Background: an optimization exercise with open tools, aiming at small area. Do not read the settings as production practice. Where RTL was checked, it was by simulation tests only, not by an equivalence proof against the original. Function not checked in run 2: the RTL went through the layout flow alone. No activity file was given, so power comes from the tool's default toggle rates.

[flow/config.mk]
export PLATFORM = sky130hd
export DESIGN_NAME = Triadic_ALU
export DESIGN_NICKNAME = Triadic_ALU
export VERILOG_FILES = /design/flow/design.v
export SDC_FILE = /design/flow/constraint.sdc
export NUM_CORES = 4
export LEC_CHECK = 0
export CAP_MARGIN = 0
export CORE_MARGIN = 2
export CORE_UTILIZATION = 40
export PLACE_DENSITY = 0.8
export SETUP_SLACK_MARGIN = 0.05
export SLEW_MARGIN = 0
[flow/constraint.sdc]
create_clock -name core_clock -period 3.7 [get_ports {clock}]
set_input_delay 0.7400 -clock core_clock [delete_from_list [all_inputs] [get_ports {clock}]]
set_output_delay 0.7400 -clock core_clock [all_outputs]
set_load 0.01 [all_outputs]
[flow/design.v]
`default_nettype none
module Inverter
#(
    parameter       WORD_WIDTH         = 0
)
(
    input   wire                       invert,
    input   wire    [WORD_WIDTH-1:0]   in,
    output  reg     [WORD_WIDTH-1:0]   out
);
    always @(*) begin
        out = (invert == 1'b1) ? ~in : in;
    end
endmodule
`default_nettype none
module Addressed_Mux
#(
    parameter       WORD_WIDTH          = 0,
    parameter       ADDR_WIDTH          = 0,
    parameter       INPUT_COUNT         = 0,
    parameter   TOTAL_WIDTH = WORD_WIDTH * INPUT_COUNT
)
(
    input   wire    [ADDR_WIDTH-1:0]    addr,    
    input   wire    [TOTAL_WIDTH-1:0]   in,
    output  reg     [WORD_WIDTH-1:0]    out
);
    integer i;
    always @(*) begin
        out = {WORD_WIDTH{1'b0}};
        for (i = 0; i < INPUT_COUNT; i = i + 1) begin
            if (addr == i[ADDR_WIDTH-1:0]) begin
                out = in[(i * WORD_WIDTH) +: WORD_WIDTH];
            end
        end
    end
endmodule
`default_nettype none
module Bitwise_2to1_Mux
#(
    parameter WORD_WIDTH = 0
)
(
    input   wire    [WORD_WIDTH-1:0]    select_mask,
    input   wire    [WORD_WIDTH-1:0]    in1,
    input   wire    [WORD_WIDTH-1:0]    in2,
    output  wire    [WORD_WIDTH-1:0]    out
);
    generate
        genvar j;
        for(j = 0; j < WORD_WIDTH; j = j+1) begin: per_bit
            Addressed_Mux
            #(
                .WORD_WIDTH     (1),
                .ADDR_WIDTH     (1),
                .INPUT_COUNT    (2)
            )
            Mux
            (
                .addr           (select_mask[j]),    
                .in             ({in2[j],in1[j]}),
                .out            (out[j])
            );
        end
    endgenerate
endmodule
`default_nettype none
module Dyadic_Boolean_Operator
#(
    parameter WORD_WIDTH                        = 0
)
(
    input   wire    [4-1:0]    op,
    input   wire    [WORD_WIDTH-1:0]            a,
    input   wire    [WORD_WIDTH-1:0]            b,
    output  wire    [WORD_WIDTH-1:0]            o
);
    generate
        genvar i;
        for(i = 0; i < WORD_WIDTH; i = i+1) begin: per_bit
            Addressed_Mux
            #(
                .WORD_WIDTH     (1),
                .ADDR_WIDTH     (2),
                .INPUT_COUNT    (4)
            )
            Operator
            (
                .addr           ({a[i],b[i]}),    
                .in             (op),
                .out            (o[i])
            );
        end
    endgenerate
endmodule
`default_nettype none
module Carryin_Calculator
#(
    parameter WORD_WIDTH = 0
)
(
    input   wire    [WORD_WIDTH-1:0]    A,
    input   wire    [WORD_WIDTH-1:0]    B,
    input   wire    [WORD_WIDTH-1:0]    S,
    output  reg     [WORD_WIDTH-1:0]    Cin
);
    always @(*) begin
        Cin = A ^ B ^ S;
    end
endmodule
`default_nettype none
module AddSub_Ripple_Carry_NoCarry
#(
    parameter               WORD_WIDTH          = 0
)
(
    input   wire    signed  [WORD_WIDTH-1:0]    A,
    input   wire                                A_negative,
    input   wire    signed  [WORD_WIDTH-1:0]    B,
    input   wire                                B_negative,
    output  reg     signed  [WORD_WIDTH-1:0]    sum,
    output  reg                                 carry_out,
    output  reg                                 overflow
);
    localparam ZERO = {WORD_WIDTH{1'b0}};
    wire [WORD_WIDTH-1:0] A_signed;
    wire [WORD_WIDTH-1:0] B_signed;
    Inverter
    #(
        .WORD_WIDTH (WORD_WIDTH)
    )
    A_inv
    (
        .invert     (A_negative),
        .in         (A),
        .out        (A_signed)
    );
    Inverter
    #(
        .WORD_WIDTH (WORD_WIDTH)
    )
    B_inv
    (
        .invert     (B_negative),
        .in         (B),
        .out        (B_signed)
    );
    reg [WORD_WIDTH-1:0] A_negative_ext;
    reg [WORD_WIDTH-1:0] B_negative_ext;
    always @(*) begin
        A_negative_ext = {{WORD_WIDTH-1{1'b0}},A_negative};
        B_negative_ext = {{WORD_WIDTH-1{1'b0}},B_negative};
    end
    always @(*) begin
        {carry_out,sum} = A_signed + B_signed + A_negative_ext + B_negative_ext;
    end
    wire carry_in;
    Carryin_Calculator
    #(
        .WORD_WIDTH (1)
    )
    MSB_Cin
    (
        .A          (A_signed[WORD_WIDTH-1]),
        .B          (B_signed[WORD_WIDTH-1]),
        .S          (sum     [WORD_WIDTH-1]),
        .Cin        (carry_in)
    );
    always @(*) begin
        overflow = carry_in ^ carry_out;  
    end
endmodule
`default_nettype none
module Delay_Line 
#(
    parameter       DEPTH           = 0, 
    parameter       WIDTH           = 0
) 
(
    /*verilator lint_off UNUSED*/
    input   wire                    clock,
    /*verilator lint_on UNUSED*/
    input   wire    [WIDTH-1:0]     in,
    output  reg     [WIDTH-1:0]     out
);
    localparam ZERO = {WIDTH{1'b0}};
    generate
        if (DEPTH == 0) begin
            always @(*) begin
                out = in;
            end
        end
        else begin
            integer i;
            reg [WIDTH-1:0] stage [DEPTH-1:0];
            always @(posedge clock) begin
                stage[0] <= in;
                for(i = 1; i < DEPTH; i = i + 1) begin
                    stage[i] <= stage[i-1];
                end
            end
            always @(*) begin
                out = stage[DEPTH-1];
            end
        end
    endgenerate
endmodule
`default_nettype none
module UpDown_Counter
#(
    parameter WORD_WIDTH      = 0,
    parameter INITIAL_COUNT   = 0   
)
(
    input   wire                        clock,
    input   wire                        up_down,         
    input   wire                        run,             
    input   wire                        wren,            
    input   wire    [WORD_WIDTH-1:0]    write_data,
    output  reg     [WORD_WIDTH-1:0]    count,
    output  reg     [WORD_WIDTH-1:0]    next_count       
);
    localparam ZERO         = {WORD_WIDTH{1'b0}};
    localparam ONE          = {{WORD_WIDTH-1{1'b0}},1'b1};
    localparam MINUS_ONE    = ~ZERO;
    reg [WORD_WIDTH-1:0] increment;
    always @(*) begin
        increment   = (up_down == 1'b1) ? ONE : MINUS_ONE;
        next_count  = (wren    == 1'b1) ? write_data : (count + increment);
    end
    always @(posedge clock) begin
        count <= ((run == 1'b1) || (wren == 1'b1)) ? next_count : count;
    end
endmodule
`default_nettype none
module Thread_Number
#(
    parameter   INITIAL_THREAD                  = 0,
    parameter   THREAD_COUNT                    = 0,
    parameter   THREAD_COUNT_WIDTH              = 0  
)
(
    input   wire                                clock,
    output  wire    [THREAD_COUNT_WIDTH-1:0]    current_thread,
    output  wire    [THREAD_COUNT_WIDTH-1:0]    next_thread
);
    localparam ZERO        = {THREAD_COUNT_WIDTH{1'b0}};
    localparam LAST_THREAD = THREAD_COUNT - 1;
    reg last_thread;
    always @(*) begin
        last_thread = (current_thread == LAST_THREAD [THREAD_COUNT_WIDTH-1:0]);
    end
    UpDown_Counter
    #(
        .WORD_WIDTH     (THREAD_COUNT_WIDTH),
        .INITIAL_COUNT  (INITIAL_THREAD)
    )
    Thread
    (
        .clock          (clock),
        .up_down        (1'b1),          
        .run            (1'b1),          
        .wren           (last_thread),   
        .write_data     (ZERO),
        .count          (current_thread),
        .next_count     (next_thread)
    );
endmodule
`default_nettype none
module RAM_SDP 
#(
    parameter       WORD_WIDTH          = 0,
    parameter       ADDR_WIDTH          = 0,
    parameter       DEPTH               = 0,
    parameter       RAMSTYLE            = "",
    parameter       READ_NEW_DATA       = 0,
    parameter       USE_INIT_FILE       = 0,
    parameter       INIT_FILE           = ""
)
(
    input  wire                         clock,
    input  wire                         wren,
    input  wire     [ADDR_WIDTH-1:0]    write_addr,
    input  wire     [WORD_WIDTH-1:0]    write_data,
    input  wire                         rden,
    input  wire     [ADDR_WIDTH-1:0]    read_addr, 
    output reg      [WORD_WIDTH-1:0]    read_data
);
    localparam ZERO = {WORD_WIDTH{1'b0}};
    reg [WORD_WIDTH-1:0] ram [DEPTH-1:0];
    generate
        if (READ_NEW_DATA == 0) begin
            always @(posedge clock) begin
                if(wren == 1'b1) begin
                    ram[write_addr] <= write_data;
                end
                if(rden == 1'b1) begin
                    read_data <= ram[read_addr];
                end
            end
        end
        /*verilator lint_off BLKSEQ*/
        else begin
            always @(posedge clock) begin
                if(wren == 1'b1) begin
                    ram[write_addr] = write_data;
                end
                if(rden == 1'b1) begin
                    read_data = ram[read_addr];
                end
            end
        end
        /*verilator lint_on BLKSEQ*/
    endgenerate
endmodule
`default_nettype none
module Address_Range_Decoder_Static
#(
    parameter       ADDR_WIDTH          = 0,
    parameter       ADDR_BASE           = 0,
    parameter       ADDR_BOUND          = 0
)
(
    input   wire                        enable,
    input   wire    [ADDR_WIDTH-1:0]    addr,
    output  reg                         hit 
);
    localparam ADDR_COUNT = ADDR_BOUND - ADDR_BASE + 1;
    localparam COUNT_ZERO = {ADDR_COUNT{1'b0}};
    integer                     i;
    reg     [ADDR_COUNT-1:0]    per_addr_match;
    always @(*) begin
        for(i = ADDR_BASE; i <= ADDR_BOUND; i = i + 1) begin : addr_decode
            per_addr_match[i-ADDR_BASE] = (addr == i[ADDR_WIDTH-1:0]);
        end
    end
    reg hit_raw;
    always @(*) begin : is_hit
        hit_raw = | per_addr_match;
        hit     = hit_raw & enable;
    end 
endmodule
`default_nettype none
module R_Flags
#(
    parameter WORD_WIDTH = 0
)
(
    input   wire  [WORD_WIDTH-1:0]  R,
    output  reg                     R_zero,
    output  reg                     R_negative
);
    always @(*) begin
        R_zero     = ~|R;
        R_negative = R[WORD_WIDTH-1];
    end
endmodule
`default_nettype none
module Triadic_ALU_Forward_Path
#(
    parameter       WORD_WIDTH                      = 0
)
(
    input   wire                                    clock,
    input   wire    [20-1:0]   control,     
    input   wire    [WORD_WIDTH-1:0]                A,           
    input   wire    [WORD_WIDTH-1:0]                B,           
    input   wire    [WORD_WIDTH-1:0]                R,           
    input   wire                                    R_zero,      
    input   wire                                    R_negative,  
    input   wire    [WORD_WIDTH-1:0]                S,           
    output  reg     [WORD_WIDTH-1:0]                Ra,          
    output  reg     [WORD_WIDTH-1:0]                Rb,          
    output  wire                                    carry_out,   
    output  wire                                    overflow     
);
    localparam PIPELINE_STAGES              = 4;
    localparam DYADIC_CTRL_WIDTH            = 4;
    localparam R_SELECTOR_CTRL_WIDTH        = 2;
    localparam R_SELECTOR_INPUT_COUNT       = 2**R_SELECTOR_CTRL_WIDTH;
    localparam ADD_SUB_CTRL_WIDTH           = 2;
    localparam ADD_SUB_PIPE_DEPTH           = 2;
    localparam SHIFT_SELECTOR_CTRL_WIDTH    = 2;
    localparam SHIFT_SELECTOR_INPUT_COUNT   = 2**SHIFT_SELECTOR_CTRL_WIDTH;
    localparam SPLIT_SELECTOR_CTRL_WIDTH    = 1;
    localparam SPLIT_SELECTOR_INPUT_COUNT   = 2**SPLIT_SELECTOR_CTRL_WIDTH;
    localparam TRIADIC_DUAL_WIDTH           = 1;
    integer i;
    reg [20-1:0] control_pipeline [PIPELINE_STAGES-1:0];
    always @(*) begin
        control_pipeline[0] = control;
    end
    always @(posedge clock) begin
        for(i = 1; i < PIPELINE_STAGES; i = i+1) begin
            control_pipeline[i] <= control_pipeline[i-1];
        end
    end
    reg [R_SELECTOR_CTRL_WIDTH-1:0]     R_selector      [PIPELINE_STAGES-1:0];
    reg [SPLIT_SELECTOR_CTRL_WIDTH-1:0] split_selector  [PIPELINE_STAGES-1:0];
    reg [SHIFT_SELECTOR_CTRL_WIDTH-1:0] shift_selector  [PIPELINE_STAGES-1:0];
    reg [DYADIC_CTRL_WIDTH-1:0]         dyadic_1        [PIPELINE_STAGES-1:0];
    reg [DYADIC_CTRL_WIDTH-1:0]         dyadic_2        [PIPELINE_STAGES-1:0];
    reg [DYADIC_CTRL_WIDTH-1:0]         dyadic_3        [PIPELINE_STAGES-1:0];
    reg [ADD_SUB_CTRL_WIDTH-1:0]        add_sub         [PIPELINE_STAGES-1:0];
    reg [TRIADIC_DUAL_WIDTH-1:0]        triadic_dual    [PIPELINE_STAGES-1:0];
    always @(*) begin
        for(i = 0; i < PIPELINE_STAGES; i = i+1) begin
            {split_selector[i],shift_selector[i],dyadic_3[i],add_sub[i],triadic_dual[i],dyadic_2[i],dyadic_1[i],R_selector[i]} = control_pipeline[i];
        end
    end
    reg [WORD_WIDTH-1:0] R_zero_mask;
    reg [WORD_WIDTH-1:0] R_negative_mask;
    always @(*) begin
        R_zero_mask     = {WORD_WIDTH{R_zero}};
        R_negative_mask = {WORD_WIDTH{R_negative}};
    end
    wire [WORD_WIDTH-1:0] selected_R_raw;
    Addressed_Mux
    #(
        .WORD_WIDTH     (WORD_WIDTH),
        .ADDR_WIDTH     (R_SELECTOR_CTRL_WIDTH),
        .INPUT_COUNT    (R_SELECTOR_INPUT_COUNT)
    )
    Select_R
    (
        .addr           (R_selector[0]),    
        .in             ({S,R_negative_mask,R_zero_mask,R}),
        .out            (selected_R_raw)
    );
    reg [WORD_WIDTH-1:0] selected_R;
    always @(posedge clock) begin
        selected_R <= selected_R_raw;
    end
    wire [WORD_WIDTH-1:0] D1_raw;
    Dyadic_Boolean_Operator
    #(
        .WORD_WIDTH     (WORD_WIDTH)
    )
    D1
    (
        .op             (dyadic_1[0]),
        .a              (A),
        .b              (B),
        .o              (D1_raw)
    );
    reg [WORD_WIDTH-1:0] D1_out;
    always @(posedge clock) begin
        D1_out <= D1_raw;
    end
    wire [WORD_WIDTH-1:0] D2_raw;
    Dyadic_Boolean_Operator
    #(
        .WORD_WIDTH     (WORD_WIDTH)
    )
    D2
    (
        .op             (dyadic_2[0]),
        .a              (A),
        .b              (B),
        .o              (D2_raw)
    );
    reg [WORD_WIDTH-1:0] D2_out;
    always @(posedge clock) begin
        D2_out <= D2_raw;
    end
    wire [WORD_WIDTH-1:0]   sum_raw;
    wire                    carry_out_raw;
    wire                    overflow_raw;
    AddSub_Ripple_Carry_NoCarry
    #(
        .WORD_WIDTH      (WORD_WIDTH)
    )
    AddSub
    (
        .A              (A),
        .A_negative     (add_sub[0][0]),
        .B              (B),
        .B_negative     (add_sub[0][1]),
        .sum            (sum_raw),
        .carry_out      (carry_out_raw),
        .overflow       (overflow_raw)
    );
    wire [WORD_WIDTH-1:0] sum;
    Delay_Line 
    #(
        .DEPTH  (ADD_SUB_PIPE_DEPTH), 
        .WIDTH  (WORD_WIDTH)
    ) 
    AddSub_pipeline
    (
        .clock  (clock),
        .in     (sum_raw),
        .out    (sum)
    );
    Delay_Line 
    #(
        .DEPTH  (PIPELINE_STAGES), 
        .WIDTH  (2)
    ) 
    Predicates_pipeline
    (
        .clock  (clock),
        .in     ({carry_out_raw,overflow_raw}),
        .out    ({carry_out,overflow})
    );
    wire [WORD_WIDTH-1:0] selected_dyadic_1_raw;
    Bitwise_2to1_Mux
    #(
        .WORD_WIDTH     (WORD_WIDTH)
    )
    SD1
    (
        .select_mask     (selected_R),
        .in1             (D1_out),
        .in2             (D2_out), 
        .out             (selected_dyadic_1_raw)
    );
    reg [WORD_WIDTH-1:0] selected_dyadic_1;
    always @(posedge clock) begin
        selected_dyadic_1 <= selected_dyadic_1_raw;
    end
    wire [WORD_WIDTH-1:0] selected_R_inverted;
    Inverter
    #(
        .WORD_WIDTH     (WORD_WIDTH)
    )
    Triadic_Mode
    (
        .invert (triadic_dual[1]),
        .in     (selected_R),
        .out    (selected_R_inverted)
    );
    wire [WORD_WIDTH-1:0] selected_dyadic_2_raw;
    Bitwise_2to1_Mux
    #(
        .WORD_WIDTH     (WORD_WIDTH)
    )
    SD2
    (
        .select_mask     (selected_R_inverted),
        .in1             (D1_out),
        .in2             (D2_out), 
        .out             (selected_dyadic_2_raw)
    );
    reg [WORD_WIDTH-1:0] selected_dyadic_2;
    always @(posedge clock) begin
        selected_dyadic_2 <= selected_dyadic_2_raw;
    end
    wire [WORD_WIDTH-1:0] D3_raw;
    Dyadic_Boolean_Operator
    #(
        .WORD_WIDTH     (WORD_WIDTH)
    )
    D3
    (
        .op             (dyadic_3[2]),
        .a              (selected_dyadic_2),
        .b              (sum),
        .o              (D3_raw)
    );
    reg [WORD_WIDTH-1:0] D3_out;
    always @(posedge clock) begin
        D3_out <= D3_raw;
    end
    reg [WORD_WIDTH-1:0] selected_dyadic_1_2;
    always @(posedge clock) begin
        selected_dyadic_1_2 <= selected_dyadic_1;
    end
    wire [WORD_WIDTH-1:0] D3_shifted;
    Addressed_Mux
    #(
        .WORD_WIDTH     (WORD_WIDTH),
        .ADDR_WIDTH     (SHIFT_SELECTOR_CTRL_WIDTH),
        .INPUT_COUNT    (SHIFT_SELECTOR_INPUT_COUNT)
    )
    Shift
    (
        .addr           (shift_selector[3]),    
        .in             ({D3_out << 1, $signed(D3_out) >>> 1, $unsigned(D3_out) >>> 1, D3_out}),
        .out            (D3_shifted)
    );
    always @(posedge clock) begin
        Rb <= D3_shifted;
    end
    wire [WORD_WIDTH-1:0] selected_dyadic_1_3;
    Addressed_Mux
    #(
        .WORD_WIDTH     (WORD_WIDTH),
        .ADDR_WIDTH     (SPLIT_SELECTOR_CTRL_WIDTH),
        .INPUT_COUNT    (SPLIT_SELECTOR_INPUT_COUNT)
    )
    Split
    (
        .addr           (split_selector[3]),    
        .in             ({selected_dyadic_1_2,D3_shifted}),
        .out            (selected_dyadic_1_3)
    );
    always @(posedge clock) begin
        Ra <= selected_dyadic_1_3;
    end
endmodule
`default_nettype none
module Triadic_ALU_Feedback_Path
#(
    parameter       WORD_WIDTH          = 0,
    parameter       ADDR_WIDTH          = 0,
    parameter       S_WRITE_ADDR        = 0,
    parameter       S_RAMSTYLE          = "",
    parameter       S_READ_NEW_DATA     = 0,
    parameter       THREAD_COUNT        = 0,
    parameter       THREAD_COUNT_WIDTH  = 0
)
(
    input   wire                        clock,
    input   wire    [WORD_WIDTH-1:0]    Ra,          
    input   wire    [WORD_WIDTH-1:0]    Rb,          
    input   wire    [ADDR_WIDTH-1:0]    DB,          
    input   wire                        IO_Ready,
    input   wire                        Cancel,
    output  wire    [WORD_WIDTH-1:0]    R,           
    output  wire                        R_zero,      
    output  wire                        R_negative,  
    output  wire    [WORD_WIDTH-1:0]    S            
);
    localparam INPUT_SYNC_DEPTH  = 2;
    localparam INPUT_SYNC_WIDTH  = 1 + 1 + ADDR_WIDTH + WORD_WIDTH + WORD_WIDTH;
    localparam OUTPUT_SYNC_DEPTH = 1;
    localparam OUTPUT_SYNC_WIDTH = 1 + 1 + WORD_WIDTH + WORD_WIDTH;
    wire                    IO_Ready_stage2;
    wire                    Cancel_stage2;
    wire [ADDR_WIDTH-1:0]   DB_stage2;
    wire [WORD_WIDTH-1:0]   Ra_stage2;
    wire [WORD_WIDTH-1:0]   Rb_stage2;
    Delay_Line 
    #(
        .DEPTH  (INPUT_SYNC_DEPTH-1), 
        .WIDTH  (INPUT_SYNC_WIDTH)
    ) 
    Input_Sync_Stage3
    (
        .clock  (clock),
        .in     ({IO_Ready,          Cancel,         DB,         Ra,         Rb}),
        .out    ({IO_Ready_stage2,   Cancel_stage2,  DB_stage2,  Ra_stage2,  Rb_stage2})
    );
    reg not_nop;
    always @(*) begin
        not_nop = (IO_Ready_stage2 == 1'b1) & (Cancel_stage2 == 1'b0);
    end
    wire S_wren_stage2;
    Address_Range_Decoder_Static
    #(
        .ADDR_WIDTH     (ADDR_WIDTH),
        .ADDR_BASE      (S_WRITE_ADDR),
        .ADDR_BOUND     (S_WRITE_ADDR) 
    )
    S_ADDR_MATCH
    (
        .enable         (not_nop),
        .addr           (DB_stage2),
        .hit            (S_wren_stage2)   
    );
    wire                    S_wren_stage1;
    wire [WORD_WIDTH-1:0]   Ra_stage1;
    wire [WORD_WIDTH-1:0]   Rb_stage1;
    Delay_Line 
    #(
        .DEPTH  (1), 
        .WIDTH  (WORD_WIDTH + WORD_WIDTH + 1)
    ) 
    Input_Sync_Stage2
    (
        .clock  (clock),
        .in     ({S_wren_stage2,  Ra_stage2,  Rb_stage2}),
        .out    ({S_wren_stage1,  Ra_stage1,  Rb_stage1})
    );
    wire [THREAD_COUNT_WIDTH-1:0] S_thread_write;
    wire [THREAD_COUNT_WIDTH-1:0] S_thread_read;
    Thread_Number
    #(
        .INITIAL_THREAD     (0),
        .THREAD_COUNT       (THREAD_COUNT),
        .THREAD_COUNT_WIDTH (THREAD_COUNT_WIDTH)
    )
    TN_S
    (
        .clock              (clock),
        .current_thread     (S_thread_write),
        .next_thread        (S_thread_read)
    );
    wire [WORD_WIDTH-1:0] S_stage0;
    RAM_SDP 
    #(
        .WORD_WIDTH     (WORD_WIDTH),
        .ADDR_WIDTH     (THREAD_COUNT_WIDTH),
        .DEPTH          (THREAD_COUNT),
        .RAMSTYLE       (S_RAMSTYLE),
        .READ_NEW_DATA  (S_READ_NEW_DATA),
        .USE_INIT_FILE  (0),
        .INIT_FILE      ()
    )
    S_Register
    (
        .clock          (clock),
        .wren           (S_wren_stage1),
        .write_addr     (S_thread_write),
        .write_data     (Rb_stage1),
        .rden           (1'b1),
        .read_addr      (S_thread_read), 
        .read_data      (S_stage0)
    );
    wire R_zero_raw;
    wire R_negative_raw;
    R_Flags
    #(
        .WORD_WIDTH (WORD_WIDTH)
    )
    R_Flags
    (
        .R          (Ra_stage1),
        .R_zero     (R_zero_raw),
        .R_negative (R_negative_raw)
    );
    reg  R_zero_stage0;
    reg  R_negative_stage0;
    always @(posedge clock) begin
        R_zero_stage0       <= R_zero_raw;
        R_negative_stage0   <= R_negative_raw;
    end
    reg [WORD_WIDTH-1:0] Ra_stage0;
    always @(posedge clock) begin
        Ra_stage0 <= Ra_stage1;
    end
    Delay_Line 
    #(
        .DEPTH  (OUTPUT_SYNC_DEPTH), 
        .WIDTH  (OUTPUT_SYNC_WIDTH)
    ) 
    Output_Sync
    (
        .clock  (clock),
        .in     ({Ra_stage0, R_zero_stage0,  R_negative_stage0,  S_stage0}),
        .out    ({R,         R_zero,         R_negative,         S})
    );
endmodule
`default_nettype none
module Triadic_ALU
#(
    parameter       WORD_WIDTH                      = 36,
    parameter       ADDR_WIDTH                      = 12,
    parameter       S_WRITE_ADDR                    = 3072,
    parameter       S_RAMSTYLE                      = "",
    parameter       S_READ_NEW_DATA                 = 0,
    parameter       THREAD_COUNT                    = 8,
    parameter       THREAD_COUNT_WIDTH              = 3,
    parameter       WRITE_RETIME_STAGES             = 3
)
(
    input   wire                                    clock,
    input   wire                                    IO_Ready,
    input   wire                                    Cancel,
    input   wire    [ADDR_WIDTH-1:0]                DB,          
    input   wire    [20-1:0]   control,     
    input   wire    [WORD_WIDTH-1:0]                A,           
    input   wire    [WORD_WIDTH-1:0]                B,           
    output  wire    [WORD_WIDTH-1:0]                Ra,          
    output  wire    [WORD_WIDTH-1:0]                Rb,          
    output  wire                                    carry_out,   
    output  wire                                    overflow     
);
    localparam W = WORD_WIDTH;
    wire [1:0]  R_selector   = control[1:0];
    wire [3:0]  dyadic_1     = control[5:2];
    wire [3:0]  dyadic_2     = control[9:6];
    wire        triadic_dual = control[10];
    wire [1:0]  add_sub      = control[12:11];
    wire [3:0]  dyadic_3     = control[16:13];
    wire [1:0]  shift        = control[18:17];
    wire        split        = control[19];
    reg [7*W-1:0]   Ra_line;     
    reg [6*W-1:0]   Rb_line;     
    reg [7:0]       pred_line;   
    reg [8*W-1:0]   S_ring;      
    reg [2:0]       S_addr_hit;  
    reg [2:0]       S_wren;      
    wire [W-1:0] R          = Ra_line[7*W-1:6*W];
    wire         R_zero     = ~|R;
    wire         R_negative = R[W-1];
    wire [W-1:0] S          = S_ring[8*W-1:7*W];
    reg [W-1:0] X;
    always @(*) begin
        case (R_selector)
            2'd0:      X = R;
            2'd1: X = {W{R_zero}};
            2'd2:  X = {W{R_negative}};
            default:        X = S;
        endcase
    end
    reg [W-1:0] D1, D2, T1, T2, D3;
    integer i;
    always @(*) begin
        for (i = 0; i < W; i = i + 1) begin
            D1[i] = dyadic_1[{A[i], B[i]}];
            D2[i] = dyadic_2[{A[i], B[i]}];
        end
        T1 = (D2 & X) | (D1 & ~X);
        T2 = (D2 & (X ^ {W{triadic_dual}})) | (D1 & ~(X ^ {W{triadic_dual}}));
    end
    wire [W-1:0] A_signed = A ^ {W{add_sub[0]}};
    wire [W-1:0] B_signed = B ^ {W{add_sub[1]}};
    wire [W:0]   sum_full = A_signed + B_signed + add_sub[0] + add_sub[1];
    wire [W-1:0] sum      = sum_full[W-1:0];
    wire         co       = sum_full[W];
    wire         ov       = A_signed[W-1] ^ B_signed[W-1] ^ sum[W-1] ^ co;
    always @(*) begin
        for (i = 0; i < W; i = i + 1) begin
            D3[i] = dyadic_3[{T2[i], sum[i]}];
        end
    end
    reg [W-1:0] Ra_1, Rb_1;
    reg [1:0]   shift_1;
    reg         split_1;
    reg [W-1:0] Rb_shifted;
    always @(*) begin
        case (shift_1)
            2'd0:         Rb_shifted = Rb_1;
            2'd1:        Rb_shifted = {1'b0, Rb_1[W-1:1]};
            2'd2: Rb_shifted = {Rb_1[W-1], Rb_1[W-1:1]};
            default:             Rb_shifted = {Rb_1[W-2:0], 1'b0};
        endcase
    end
    wire [W-1:0] Ra_2 = split_1 ? Ra_1 : Rb_shifted;
    always @(posedge clock) begin
        Ra_1       <= T1;
        Rb_1       <= D3;
        shift_1    <= shift;
        split_1    <= split;
        Ra_line    <= {Ra_line[6*W-1:0], Ra_2};
        Rb_line    <= {Rb_line[5*W-1:0], Rb_shifted};
        pred_line  <= {pred_line[5:0], co, ov};
        S_addr_hit <= {S_addr_hit[1:0], DB == S_WRITE_ADDR[ADDR_WIDTH-1:0]};
        S_wren     <= {S_wren[1:0], S_addr_hit[2] & IO_Ready & ~Cancel};
        S_ring     <= {S_ring[7*W-1:0], S_wren[2] ? Rb_line[6*W-1:5*W] : S};
    end
    assign Ra                   = Ra_line[3*W-1:2*W];
    assign Rb                   = Rb_line[3*W-1:2*W];
    assign {carry_out,overflow} = pred_line[7:6];
endmodule
[flow/flow/run.sh]
#!/bin/bash
# The standard layout (standard.sh) with these changes:
#  - after the standard synthesis, the combinational cells are mapped again by
#    ABC for area (flow/remap.ys, flow/remap.abc); the flip-flops, their names
#    and cell types, and the ports are kept as they are;
#  - input and output ports buffered with buf_1 instead of the default delay cell;
#  - clock tree synthesis with clkbuf_4 buffers and no dummy loads;
#  - timing-driven global placement that does not keep its trial buffers.
# The ORFS variables for these are in flow/knobs.sh; the rest is in config.mk.
# Logs: make_synth.log, remap.log and make.log here; each ORFS step in orfs/logs.
set -euo pipefail
source flow/knobs.sh
R=orfs/results/sky130hd/Triadic_ALU/base
bash standard.sh synth > make_synth.log 2>&1
cp $R/1_2_yosys.v $R/1_2_yosys_standard.v
yosys -l remap.log -s flow/remap.ys > /dev/null 2>&1
mv $R/1_2_yosys_remap.v $R/1_2_yosys.v
rm -f $R/1_synth.odb $R/1_synth.sdc
bash standard.sh > make.log 2>&1
[flow/flow/knobs.sh]
export BUFFER_PORTS_ARGS="-buffer_cell sky130_fd_sc_hd__buf_1"
export CTS_ARGS="-sink_clustering_enable -repair_clock_nets -dont_use_dummy_load -sink_clustering_size 9 -sink_clustering_max_diameter 50 -buf_list sky130_fd_sc_hd__clkbuf_4"
export GLOBAL_PLACEMENT_ARGS="-keep_resize_below_overflow 0"
[flow/flow/remap.abc]
&get -n
&st
&synch2
&nf
&put
[flow/flow/remap.ys]
# Map the standard synthesis's combinational logic again, for area. The
# flip-flop cells stay as they are (kept as submodules, then blackboxed), so
# their instance names, cell types and connections do not change.
read_liberty -ignore_miss_func /OpenROAD-flow-scripts/flow/platforms/sky130hd/lib/sky130_fd_sc_hd__tt_025C_1v80.lib
read_verilog orfs/results/sky130hd/Triadic_ALU/base/1_2_yosys_standard.v
hierarchy -top Triadic_ALU
setattr -mod -set keep_hierarchy 1 sky130_fd_sc_hd__df*
flatten
opt_clean
abc -script flow/remap.abc -liberty /OpenROAD-flow-scripts/flow/platforms/sky130hd/lib/sky130_fd_sc_hd__tt_025C_1v80.lib -dont_use sky130_fd_sc_hd__probe_p_8 -dont_use sky130_fd_sc_hd__probec_p_8 -dont_use sky130_fd_sc_hd__lpflow_bleeder_1 -dont_use sky130_fd_sc_hd__lpflow_clkbufkapwr_1 -dont_use sky130_fd_sc_hd__lpflow_clkbufkapwr_16 -dont_use sky130_fd_sc_hd__lpflow_clkbufkapwr_2 -dont_use sky130_fd_sc_hd__lpflow_clkbufkapwr_4 -dont_use sky130_fd_sc_hd__lpflow_clkbufkapwr_8 -dont_use sky130_fd_sc_hd__lpflow_clkinvkapwr_1 -dont_use sky130_fd_sc_hd__lpflow_clkinvkapwr_16 -dont_use sky130_fd_sc_hd__lpflow_clkinvkapwr_2 -dont_use sky130_fd_sc_hd__lpflow_clkinvkapwr_4 -dont_use sky130_fd_sc_hd__lpflow_clkinvkapwr_8 -dont_use sky130_fd_sc_hd__lpflow_decapkapwr_12 -dont_use sky130_fd_sc_hd__lpflow_decapkapwr_3 -dont_use sky130_fd_sc_hd__lpflow_decapkapwr_4 -dont_use sky130_fd_sc_hd__lpflow_decapkapwr_6 -dont_use sky130_fd_sc_hd__lpflow_decapkapwr_8 -dont_use sky130_fd_sc_hd__lpflow_inputiso0n_1 -dont_use sky130_fd_sc_hd__lpflow_inputiso0p_1 -dont_use sky130_fd_sc_hd__lpflow_inputiso1n_1 -dont_use sky130_fd_sc_hd__lpflow_inputiso1p_1 -dont_use sky130_fd_sc_hd__lpflow_inputisolatch_1 -dont_use sky130_fd_sc_hd__lpflow_isobufsrc_1 -dont_use sky130_fd_sc_hd__lpflow_isobufsrc_16 -dont_use sky130_fd_sc_hd__lpflow_isobufsrc_2 -dont_use sky130_fd_sc_hd__lpflow_isobufsrc_4 -dont_use sky130_fd_sc_hd__lpflow_isobufsrc_8 -dont_use sky130_fd_sc_hd__lpflow_isobufsrckapwr_16 -dont_use sky130_fd_sc_hd__lpflow_lsbuf_lh_hl_isowell_tap_1 -dont_use sky130_fd_sc_hd__lpflow_lsbuf_lh_hl_isowell_tap_2 -dont_use sky130_fd_sc_hd__lpflow_lsbuf_lh_hl_isowell_tap_4 -dont_use sky130_fd_sc_hd__lpflow_lsbuf_lh_isowell_4 -dont_use sky130_fd_sc_hd__lpflow_lsbuf_lh_isowell_tap_1 -dont_use sky130_fd_sc_hd__lpflow_lsbuf_lh_isowell_tap_2 -dont_use sky130_fd_sc_hd__lpflow_lsbuf_lh_isowell_tap_4
opt_clean -purge
hilomap -singleton -hicell sky130_fd_sc_hd__conb_1 HI -locell sky130_fd_sc_hd__conb_1 LO
blackbox sky130_fd_sc_hd__*
stat -liberty /OpenROAD-flow-scripts/flow/platforms/sky130hd/lib/sky130_fd_sc_hd__tt_025C_1v80.lib
write_verilog -noattr -noexpr -nohex -nodec orfs/results/sky130hd/Triadic_ALU/base/1_2_yosys_remap.v
[flow/standard.sh]
#!/bin/bash
# synth_recipe.tcl (not shown) runs the flow's synth.tcl, then flattens the netlist and writes it again
# the make line also repeats each setting of config.mk as NAME=value (left out here)
make -C /OpenROAD-flow-scripts/flow DESIGN_CONFIG=/design/flow/config.mk WORK_HOME=/design/flow/orfs CLKGATE_MAP_FILE= SYNTH_SCRIPT=/design/flow/synth_recipe.tcl "${@:-finish}"
==> implementation parameters, run 1 <==
Parameter                              Value

GRT
  Antenna violations before repair ... 30
  Largest net degree at the start of global routing ... 49
  First-pass GRT wire length ... 91,400 um
  Vias in the first global route ... 16.2k
  Overflow left after global routing ... 0
  Aggregate global-route resource usage ... 18.1%

Timing
  Final clock skew ... 0.115 ns
  Final count of pins violating max slew ... 0
  Share of the cycle needed by the critical path after routing ... 94.2%
  Final worst setup slack ... roughly 0.21 ns
  Setup repair after global routing missed its margin ... true
  Number of failing hold endpoints at the final stage ... 0
  Maximum clock rate ... about 290 MHz
  Number of failing setup endpoints in the final timing report ... 0
  Final critical path time including I/O delays and setup ... 3.49 ns
  Transition at the pin with the smallest max-transition slack ... 1.03 ns
  Normalized max-slew margin ... 31.4%

Power
  Flop pwr share ... 62.0%
  Power per cell area ... approximately 670 mW/mm2
  Clock share of power ... 20.5%
  Int Pwr ... 13.8 mW
  Maximum VDD drop ... 0.000252 V
  Leakage power ... between 10 and 15 nW
  Sum of internal, switching and leakage power ... 19.2 mW
  Combinational share of power ... approximately 18%
  Net switching power figure ... 5.40 mW
  Switch share ... 28.1%

Floorplan
  Floorplan Core Area ... 0.0631 mm2
  Number of placed I/O pins ... ~180
  Starting density of the core ... 40.4%
  Row count ... a little over 90
  Die height ... ~260 um
  Width of the chip ... 257 um
  Area of the die ... 0.0658 mm2

CTS
  Clock latency at the later pin of the worst-skew pair ... 0.88 ns
  Number of levels the H-tree was split into ... 3
  Clk sinks ... 845
  Clock tree from TritonCTS ... built
  Clock edge transition at the registers on the reported setup and hold paths ... 0.10 ns
  Clock buffer depth ... 3
  Number of buffers added by the clock tree synthesis step ... roughly 110
  Clock root buffer ... sky130_fd_sc_hd__clkbuf_4

Placed design
  Weighted congestion reported at the end of routability-driven placement ... between 0.8 and 0.9
  Post-DP HPWL ... 42,000 um
  Worst slack at placement ... -1.27 ns
  # placed instances ... 2,956
  Input/output buffers ... 180

Critical path
  Arrival time at the worst endpoint ... 4.24 ns
  Type of element launching the critical path ... input port
  Critical path fanouts, max ... 14
  Family of cells with the greatest summed delay on the critical path ... compound AO/OA/AOI/OAI gates
  Critical path class ... in -> reg
  CP cell instances ... buf_6 > buf_12 > xnor2_1 > nor2_1 > xor2_2 > o211ai_1 > a31oi_2 > o211ai_1 > a31oi_4 > o21a_1 > a211oi_1 > o31ai_1 > xnor2_1 > mux4_2
  Type of element capturing the critical path ... flop
  Crit path required time ... 4.45 ns
  Crit path largest cell delay ... 0.52 ns
  Critical-path top delay cell ... sky130_fd_sc_hd__mux4_2
  CP Buf/Inv Count ... 2

Yosys
  Post-synthesis instance area ... 0.0255 mm2
  Warnings from Yosys ... 1
  Post-Synthesis Cells ... 1,920
  Synthesized Nets ... 2,027
  Mapped Avg Cell Area ... approximately 13 um2

Route
  Final ANT Viol Nets ... 0
  Average detailed-routed wire length per instance ... just under 20 um
  Post-route DRC ... 0
  Drt initial violations ... roughly 950
  Vias ... 15.6k
  Count of TritonRoute iterations in the first routing pass ... 5
  Final wirelength ... 60,200 um
  Ratio of routed vias to standard cells ... 5.08

Cells and area
  Fraction of final layout cells sized beyond drive strength 1 ... 10.7%
  Layout-stage area growth over the synthesis result ... 12.1%
  Final Net Count ... 2,332
  Number of cells in the finished layout apart from fillers ... 3,082

Hold path
  Worst min-delay path category ... in -> reg

Job
  Maximum Capacitance Violations ... 0

Outcome
  Outcome ... complete, no violations
## final cells by class
class	instances	area, um2
Antenna cell	13	32.5
Sequential cell	845	16900
Fill cell	5625	34500
Multi-Input combinational cell	1067	8710
Tap cell	846	1060
Clock buffer	105	788
Timing Repair Buffer	198	1050
Inverter	8	30.0
## cells in the final DEF (no fill, tap or decap), types with 4 or more instances in the layout
cell type / instances
sky130_fd_sc_hd__diode_2: 13
sky130_fd_sc_hd__nand3_1: 12
sky130_fd_sc_hd__a31oi_1: 4
sky130_fd_sc_hd__dfxtp_1: 843
sky130_fd_sc_hd__a21oi_1: 128
sky130_fd_sc_hd__o31ai_1: 36
sky130_fd_sc_hd__nand2b_1: 12
sky130_fd_sc_hd__clkinv_1: 8
sky130_fd_sc_hd__mux2i_1: 72
sky130_fd_sc_hd__nand2_1: 70
sky130_fd_sc_hd__xnor2_2: 4
sky130_fd_sc_hd__o21a_1: 5
sky130_fd_sc_hd__mux2_1: 82
sky130_fd_sc_hd__or2_0: 4
sky130_fd_sc_hd__xor2_1: 47
sky130_fd_sc_hd__a211oi_1: 20
sky130_fd_sc_hd__nor2b_1: 18
sky130_fd_sc_hd__o21ai_0: 21
sky130_fd_sc_hd__nor4_1: 9
sky130_fd_sc_hd__buf_12: 6
sky130_fd_sc_hd__nor3_1: 20
sky130_fd_sc_hd__nand4_1: 5
sky130_fd_sc_hd__o22ai_1: 34
sky130_fd_sc_hd__mux4_2: 81
sky130_fd_sc_hd__buf_2: 14
sky130_fd_sc_hd__o211ai_1: 5
sky130_fd_sc_hd__nor2_1: 164
sky130_fd_sc_hd__buf_1: 163
sky130_fd_sc_hd__buf_16: 4
sky130_fd_sc_hd__clkbuf_4: 105
sky130_fd_sc_hd__xnor2_1: 170
sky130_fd_sc_hd__dlygate4sd3_1: 4
## registers in the layout, indices dropped and copies added (netlist names)
| signal | cells |
|---|---|
| split_1 | 1 |
| S_wren | 3 |
| shift_1 | 2 |
| Rb_1 | 36 |
| pred_line | 8 |
| Rb_line | 216 |
| S_ring | 288 |
| Ra_line | 252 |
| Ra_1 | 36 |
| S_addr_hit | 3 |
## tightest hold or removal path, delay by kind of cell
family                 cells  cell delay (ns)
buffers and inverters      1             0.07
AND/OR/NAND/NOR            2             0.10
## power groups by stage
stage / clock (mW) / combinational [mW] / sequential, mW
2_1_floorplan: 0 / 2.10 / 11.9
3_3_place_gp: 0 / 3.19 / 12.0
3_5_place_dp: 0 / 3.27 / 12.1
4_1_cts: 4.09 / 3.31 / 11.9
5_1_grt: 4.43 / 3.65 / 12.1
6_report: 3.94 / 3.36 / 11.9
## worst paths after layout
kind / slack (ns) / start / endpoint / depth (start not counted)
setup / recovery: 0.21 / control[12] / Rb_1[29]$_DFF_P_ / 14
hold / removal: 0.12 / DB[11] / S_addr_hit[0]$_DFF_P_ / 3
setup reg to reg: 0.23 / Ra_line[235]$_DFF_P_ / Rb_1[27]$_DFF_P_ / 12
hold reg to reg: 0.25 / Ra_line[3]$_DFF_P_ / Ra_line[39]$_DFF_P_ / 0
## metrics by stage
stage | cell area, um2 | setup TNS, ns | hold WS, ns | util, %
after global routing | 28600 | 0 | 0.0726 | 45.3
final | 28600 | 0 | 0.116 | 45.3
after detailed placement | 27500 | -56.84 | 0.312 | 43.6
after CTS | 28400 | 0 | 0.0212 | 45.0
after floorplan | 25500 | 0 | 0.310 | -
after global placement | 27200 | -297.40 | 0.309 | 43.2
## layer usage
metal | GRT usage [%] | up-vias | part of all wire, %
met3 | 4.81 | 221 | 7.1
met4 | 10.3 | 32 | 4.6
met2 | 30.8 | 553 | 48
li1 | - | 7324 | -
met1 | 20.4 | 7517 | 40
met5 | 0 | - | 0.31
## repair_timing
action,4_1_cts,5_1_grt
gates resized for setup,9,14
pin swaps,0,3
setup buffers,0,2
hold buffers,4,0
cloned,0,2
hold endpoints to repair,4,0
setup endpoints to repair,32,16
==> inputs of run 2 (changes only) <==
--- a/flow/design.v
+++ b/flow/design.v
@@ -767,81 +767,62 @@
     output  wire                                    carry_out,   
     output  wire                                    overflow     
 );
-    localparam W = WORD_WIDTH;
-    wire [1:0]  R_selector   = control[1:0];
-    wire [3:0]  dyadic_1     = control[5:2];
-    wire [3:0]  dyadic_2     = control[9:6];
-    wire        triadic_dual = control[10];
-    wire [1:0]  add_sub      = control[12:11];
-    wire [3:0]  dyadic_3     = control[16:13];
-    wire [1:0]  shift        = control[18:17];
-    wire        split        = control[19];
-    reg [7*W-1:0]   Ra_line;     
-    reg [6*W-1:0]   Rb_line;     
-    reg [7:0]       pred_line;   
-    reg [8*W-1:0]   S_ring;      
-    reg [2:0]       S_addr_hit;  
-    reg [2:0]       S_wren;      
-    wire [W-1:0] R          = Ra_line[7*W-1:6*W];
-    wire         R_zero     = ~|R;
-    wire         R_negative = R[W-1];
-    wire [W-1:0] S          = S_ring[8*W-1:7*W];
-    reg [W-1:0] X;
-    always @(*) begin
-        case (R_selector)
-            2'd0:      X = R;
-            2'd1: X = {W{R_zero}};
-            2'd2:  X = {W{R_negative}};
-            default:        X = S;
-        endcase
-    end
-    reg [W-1:0] D1, D2, T1, T2, D3;
-    integer i;
-    always @(*) begin
-        for (i = 0; i < W; i = i + 1) begin
-            D1[i] = dyadic_1[{A[i], B[i]}];
-            D2[i] = dyadic_2[{A[i], B[i]}];
-        end
-        T1 = (D2 & X) | (D1 & ~X);
-        T2 = (D2 & (X ^ {W{triadic_dual}})) | (D1 & ~(X ^ {W{triadic_dual}}));
-    end
-    wire [W-1:0] A_signed = A ^ {W{add_sub[0]}};
-    wire [W-1:0] B_signed = B ^ {W{add_sub[1]}};
-    wire [W:0]   sum_full = A_signed + B_signed + add_sub[0] + add_sub[1];
-    wire [W-1:0] sum      = sum_full[W-1:0];
-    wire         co       = sum_full[W];
-    wire         ov       = A_signed[W-1] ^ B_signed[W-1] ^ sum[W-1] ^ co;
-    always @(*) begin
-        for (i = 0; i < W; i = i + 1) begin
-            D3[i] = dyadic_3[{T2[i], sum[i]}];
-        end
-    end
-    reg [W-1:0] Ra_1, Rb_1;
-    reg [1:0]   shift_1;
-    reg         split_1;
-    reg [W-1:0] Rb_shifted;
-    always @(*) begin
-        case (shift_1)
-            2'd0:         Rb_shifted = Rb_1;
-            2'd1:        Rb_shifted = {1'b0, Rb_1[W-1:1]};
-            2'd2: Rb_shifted = {Rb_1[W-1], Rb_1[W-1:1]};
-            default:             Rb_shifted = {Rb_1[W-2:0], 1'b0};
-        endcase
-    end
-    wire [W-1:0] Ra_2 = split_1 ? Ra_1 : Rb_shifted;
-    always @(posedge clock) begin
-        Ra_1       <= T1;
-        Rb_1       <= D3;
-        shift_1    <= shift;
-        split_1    <= split;
-        Ra_line    <= {Ra_line[6*W-1:0], Ra_2};
-        Rb_line    <= {Rb_line[5*W-1:0], Rb_shifted};
-        pred_line  <= {pred_line[5:0], co, ov};
-        S_addr_hit <= {S_addr_hit[1:0], DB == S_WRITE_ADDR[ADDR_WIDTH-1:0]};
-        S_wren     <= {S_wren[1:0], S_addr_hit[2] & IO_Ready & ~Cancel};
-        S_ring     <= {S_ring[7*W-1:0], S_wren[2] ? Rb_line[6*W-1:5*W] : S};
-    end
-    assign Ra                   = Ra_line[3*W-1:2*W];
-    assign Rb                   = Rb_line[3*W-1:2*W];
-    assign {carry_out,overflow} = pred_line[7:6];
+    wire [WORD_WIDTH-1:0]   R;
+    wire                    R_zero;
+    wire                    R_negative;
+    wire [WORD_WIDTH-1:0]   S;
+    Triadic_ALU_Forward_Path
+    #(
+        .WORD_WIDTH  (WORD_WIDTH)
+    )
+    TALU_FWD
+    (
+        .clock      (clock),
+        .control    (control),       
+        .A          (A),             
+        .B          (B),             
+        .R          (R),             
+        .R_zero     (R_zero),        
+        .R_negative (R_negative),    
+        .S          (S),             
+        .Ra         (Ra),            
+        .Rb         (Rb),            
+        .carry_out  (carry_out),     
+        .overflow   (overflow)       
+    );
+    wire [ADDR_WIDTH-1:0] DB_retimed;
+    Delay_Line 
+    #(
+        .DEPTH  (WRITE_RETIME_STAGES), 
+        .WIDTH  (ADDR_WIDTH)
+    ) 
+    DL_retime
+    (
+        .clock  (clock),
+        .in     (DB),
+        .out    (DB_retimed)
+    );
+    Triadic_ALU_Feedback_Path
+    #(
+        .WORD_WIDTH         (WORD_WIDTH),
+        .ADDR_WIDTH         (ADDR_WIDTH),
+        .S_WRITE_ADDR       (S_WRITE_ADDR),
+        .S_RAMSTYLE         (S_RAMSTYLE),
+        .S_READ_NEW_DATA    (S_READ_NEW_DATA),
+        .THREAD_COUNT       (THREAD_COUNT),
+        .THREAD_COUNT_WIDTH (THREAD_COUNT_WIDTH)
+    )
+    TALU_FBK
+    (
+        .clock          (clock),
+        .Ra             (Ra),            
+        .Rb             (Rb),            
+        .DB             (DB_retimed),    
+        .IO_Ready       (IO_Ready),
+        .Cancel         (Cancel),
+        .R              (R),             
+        .R_zero         (R_zero),        
+        .R_negative     (R_negative),    
+        .S              (S)              
+    );
 endmodule
==> flow/run.sh (new file) <==
#!/bin/bash
# synth_recipe.tcl (not shown) runs the flow's synth.tcl, then flattens the netlist and writes it again
# the make line also repeats each setting of config.mk as NAME=value (left out here)
make -C /OpenROAD-flow-scripts/flow DESIGN_CONFIG=/design/flow/config.mk WORK_HOME=/design/flow/orfs CLKGATE_MAP_FILE= SYNTH_SCRIPT=/design/flow/synth_recipe.tcl finish
==> flow/config.mk (replaced) <==
export PLATFORM = sky130hd
export DESIGN_NAME = Triadic_ALU
export DESIGN_NICKNAME = Triadic_ALU
export VERILOG_FILES = /design/flow/design.v
export SDC_FILE = /design/flow/constraint.sdc
export NUM_CORES = 4
export LEC_CHECK = 0
export CAP_MARGIN = 20
export CORE_MARGIN = 2
export CORE_UTILIZATION = 40
export SLEW_MARGIN = 20
removed: flow/flow/run.sh
removed: flow/flow/knobs.sh
removed: flow/flow/remap.abc
removed: flow/flow/remap.ys
removed: flow/standard.sh
==> run 2 against run 1 <==
Net effect:
- still clean on timing, DRC and antenna
- global-route usage fell by 1.5 points
- sequential share of layout area shrank 3.6 points
- register-to-register slack better by 1.4 ns
- clock power increased to 2.7 times the previous value
- via count is 15% higher
- design area rose by 51%
- critical path depth down 1
- maximum frequency down 0.50%
- non-clock buffer count rose by 166
- combinational power grew about 10%
- power rose by 54%
- die area grew 37%
- critical endpoint is now TALU_FWD.Predicates_pipeline.genblk1.stage[0][0]$_DFF_P_
- largest cell class unchanged
- largest power group unchanged
- highest routed layer is now met4
==> implementation parameters, run 2 <==
Parameter                              Value

Yosys
  Warnings from Yosys ... 44
  Area share of xor/xnor cells in the synthesized design ... 3.60%
  Post-Synthesis Cells ... 2,107
  Share of synthesized area spent on multiplexers ... 18.4%
  Synthesized Nets ... around 2.3k
  Number of enable-type register cells in the synthesized netlist ... 288
  Area leader, netlist ... sky130_fd_sc_hd__dfxtp_1
  Area fraction in compound gates after synthesis ... 3.73%
  Largest family of logic cells by synthesized area ... multiplexers
  Mapped Avg Cell Area ... 16.7 um2
  Predominant post-synthesis flop cell ... sky130_fd_sc_hd__dfxtp_1
  Area share of and/or/nand/nor cells after synthesis ... 2.07%
  Synth Area in Adders ... 2.76%
  Share of synthesized area occupied by flip-flops and latches ... 68.2%
  Most repeated cell in the gate-level netlist after synthesis ... sky130_fd_sc_hd__dfxtp_1
  Dominant cells by area after synthesis ... sky130_fd_sc_hd__dfxtp_1 (44%), sky130_fd_sc_hd__edfxtp_1 (25%), sky130_fd_sc_hd__mux4_2 (14%)
  Post-synthesis instance area ... between 0.03 and 0.04 mm2
  Async set-or-reset flop fraction in the synthesized netlist ... 0%
  Synth unique cells ... 55
  Commonest cells in the netlist ... sky130_fd_sc_hd__dfxtp_1 (766), sky130_fd_sc_hd__edfxtp_1 (288), sky130_fd_sc_hd__mux4_2 (213)
  Area share of the leading cell type in the synthesized netlist ... between 40% and 50%
  Number of synthesized register bits ... around 1.1k

Route
  Count of TritonRoute iterations in the first routing pass ... 4
  Vias ... 18.0k
  Total routed wire length on the met1 layer ... 33,700 um
  Average detailed-routed wire length per instance ... ~20 um
  Final wirelength ... 74,500 um
  Uppermost layer routed ... met4
  Post-route DRC ... 0
  Routed wl met3 ... 3540 um
  Ratio of routed vias to standard cells ... 4.84
  Drt initial violations ... 915
  Final ANT Viol Nets ... 0
  Total met2 wirelength after detailed routing ... between 30,000 and 40,000 um

Critical path
  Critical path class ... in -> reg
  Critical-path top delay cell ... sky130_fd_sc_hd__clkdlybuf4s50_1
  Instance count on the critical path ... 13
  Crit path largest cell delay ... between 0.5 and 0.6 ns
  Family of cells with the greatest summed delay on the critical path ... compound AO/OA/AOI/OAI gates
  CP Buf/Inv Count ... 2
  Register-to-Register Path Depth ... 3
  Worst reg2reg setup slack ... about 1.6 ns
  CP cell instances ... clkdlybuf4s50_1 > mux2_2 > fa_2 > a21oi_2 > o21ai_1 > a21oi_2 > a211oi_2 > buf_4 > o311ai_4 > nand2_2 > a31oi_2 > xnor2_1 > xnor3_1
  Critical path fanouts, max ... 4
  Arrival time at the worst endpoint ... ~4 ns
  Most frequent cell on the critical path ... sky130_fd_sc_hd__a21oi_2
  Crit path required time ... 4.22 ns
  Type of element capturing the critical path ... flop
  Type of element launching the critical path ... input port

Timing
  Final clock skew ... 0.0227 ns
  Final count of pins violating max slew ... 0
  Maximum clock rate ... 285 MHz
  Worst hold margin ... 0.323 ns
  Final critical path time including I/O delays and setup ... ~3.5 ns
  Share of the cycle needed by the critical path after routing ... 94.7%
  Transition at the pin with the smallest max-transition slack ... 0.929 ns
  Number of failing setup endpoints in the final timing report ... 0
  Normalized max-slew margin ... 38.1%
  Setup repair after global routing missed its margin ... false
  Sum Neg Setup Slack ... 0 ns
  Number of failing hold endpoints at the final stage ... 0
  Final worst setup slack ... around 0.20 ns

Cells and area
  Flip-flop count of the largest register, all copies and words added ... 288
  Most frequent cells in the layout ... sky130_fd_sc_hd__dfxtp_1 (755), sky130_fd_sc_hd__edfxtp_1 (288), sky130_fd_sc_hd__mux4_2 (213)
  Summed area of non-filler cells in the final layout ... approximately 0.043 mm2
  Fraction of final layout cells sized beyond drive strength 1 ... 29.7%
  Final core utilization ... 49.6%
  Final Net Count ... 2,651
  Number of cells in the finished layout apart from fillers ... 3,709
  Register with the most flip-flops ... TALU_FBK.S_Register.ram
  Registers with the highest flip-flop counts ... TALU_FBK.S_Register.ram x288, TALU_FBK.Input_Sync_Stage3.genblk1.stage x86
  Commonest non-fill, non-tap cell in the layout ... sky130_fd_sc_hd__dfxtp_1
  Layout-stage area growth over the synthesis result ... 22.8%

Floorplan
  Area of the die ... 0.0903 mm2
  Number of placed I/O pins ... about 180
  Row count ... 108
  Starting density of the core ... 40.4%
  Floorplan Core Area ... between 0.08 and 0.09 mm2
  Die height ... 301 um
  Width of the chip ... around 300 um

GRT
  Vias in the first global route ... approximately 19k
  Aggregate global-route resource usage ... 16.6%
  First-pass GRT wire length ... 114,000 um
  Overflow left after global routing ... 0
  Largest net degree at the start of global routing ... 74
  Antenna violations before repair ... 1

Job
  Maximum Capacitance Violations ... 0

Power
  Power per cell area ... 684 mW/mm2
  Leakage power ... 16.2 nW
  Sum of internal, switching and leakage power ... 29.5 mW
  Maximum VDD drop ... 0.000337 V

CTS
  Clock tree from TritonCTS ... built
  Clock edge transition at the registers on the reported setup and hold paths ... 0.06 ns
  Cts hold-fix bufs ... 0
  Number of buffers added by the clock tree synthesis step ... just over 100
  Clock root buffer ... sky130_fd_sc_hd__clkbuf_16
  Number of levels the H-tree was split into ... 3
  Clk sinks ... around 1.1k
  Clock buffer depth ... 3
  Clock latency at the later pin of the worst-skew pair ... 0.64 ns
  Post CTS Setup Buffer Count ... 0

Hold path
  Min-Delay Path Depth ... 0
  Worst min-delay path category ... reg -> reg

Placed design
  Weighted congestion reported at the end of routability-driven placement ... 0.868
  Input/output buffers ... 180
  # placed instances ... roughly 3.5k
  Post-DP HPWL ... 52,300 um
  Standard cell area after detailed placement ... 0.0397 mm2
  Worst slack at placement ... -0.589 ns

Outcome
  Outcome ... complete, no violations
-- run 2: repair_timing --
item | 4_1_cts | 5_1_grt
gates resized for setup | 0 | 3
hold endpoints to repair | 0 | 0
setup endpoints to repair | 0 | 1
-- run 2: worst paths after layout --
path	start	to
setup / recovery	B[0]	TALU_FWD.Predicates_pipeline.genblk1.stage[0][0]$_DFF_P_
hold / removal	TALU_FBK.Input_Sync_Stage3.genblk1.stage[0][48]$_DFF_P_	TALU_FBK.Input_Sync_Stage2.genblk1.stage[0][48]$_DFF_P_
setup reg to reg	TALU_FBK.TN_S.Thread.count[0]$_DFF_P_	TALU_FBK.S_Register.read_data[15]$_DFF_P_
hold reg to reg	TALU_FBK.Input_Sync_Stage3.genblk1.stage[0][48]$_DFF_P_	TALU_FBK.Input_Sync_Stage2.genblk1.stage[0][48]$_DFF_P_
-- run 2: metal layers --
layer | track usage [%] | up-vias
li1 | - | 8561
met1 | 22.1 | 8895
met2 | 27.4 | 403
met3 | 3.28 | 111
met4 | 5.13 | 0
met5 | 0 | -
-- run 2: logic make-up after synthesis --
group                    Yosys count
AO/OA/AOI/OAI                    214
XOR/XNOR                         143
adder cells (fa/ha/maj)           77
buffers and inverters            118
flip-flops                      1054
multiplexers                     362
AND/OR/NAND/NOR                  139
-- run 2: area by class of cell --
class / instances / area (um2)
Clock buffer: 144 / 3000
Multi-Input combinational cell: 935 / 10900
Tap cell: 1155 / 1450
Inverter: 11 / 41.3
Timing Repair Buffer: 364 / 3300
Fill cell: 7239 / 43800
Antenna cell: 1 / 2.50
Clock inverter: 45 / 507
Sequential cell: 1054 / 24000
-- run 2: power by group --
| group | total (mW) | switching (mW) | internal [mW] |
|---|---|---|---|
| Clock | 10.5 | 4.25 | 6.25 |
| Combinational | 3.71 | 1.50 | 2.21 |
| Sequential | 15.3 | 1.28 | 14.1 |
| Total | 29.5 | 7.03 | 22.5 |

==> static timing again, ports no longer ideal <==
No port has a modelled driver above. Below, the same layouts with a new extraction and two added sets of constraints.
Step 1 sets driving cells, clkbuf_16 on the clock port and buf_2 on the other inputs (assumed; they add their load-dependent delay and slew).
Step 2 moves the port delays by t, midway between the first and last clock arrival at a register: inputs arrive t later, outputs are due t later. That takes back most of the time a late clock gives input paths.
a / b / c = ideal ports / drivers / drivers and shift; a / b = the first two.
run	shift t [ns]	slack for setup (ns)	worst setup path after step 2
run 1	0.881	0.214 / 0.191 / -0.690	input to register
run 2	0.698	0.196 / 0.244 / -0.454	input to register
With both steps, setup timing fails in run 1 and run 2, where it was met with ideal ports. For run 1, which loses most, drivers alone change the setup slack by -0.023 ns; drivers and shift together by -0.904 ns.
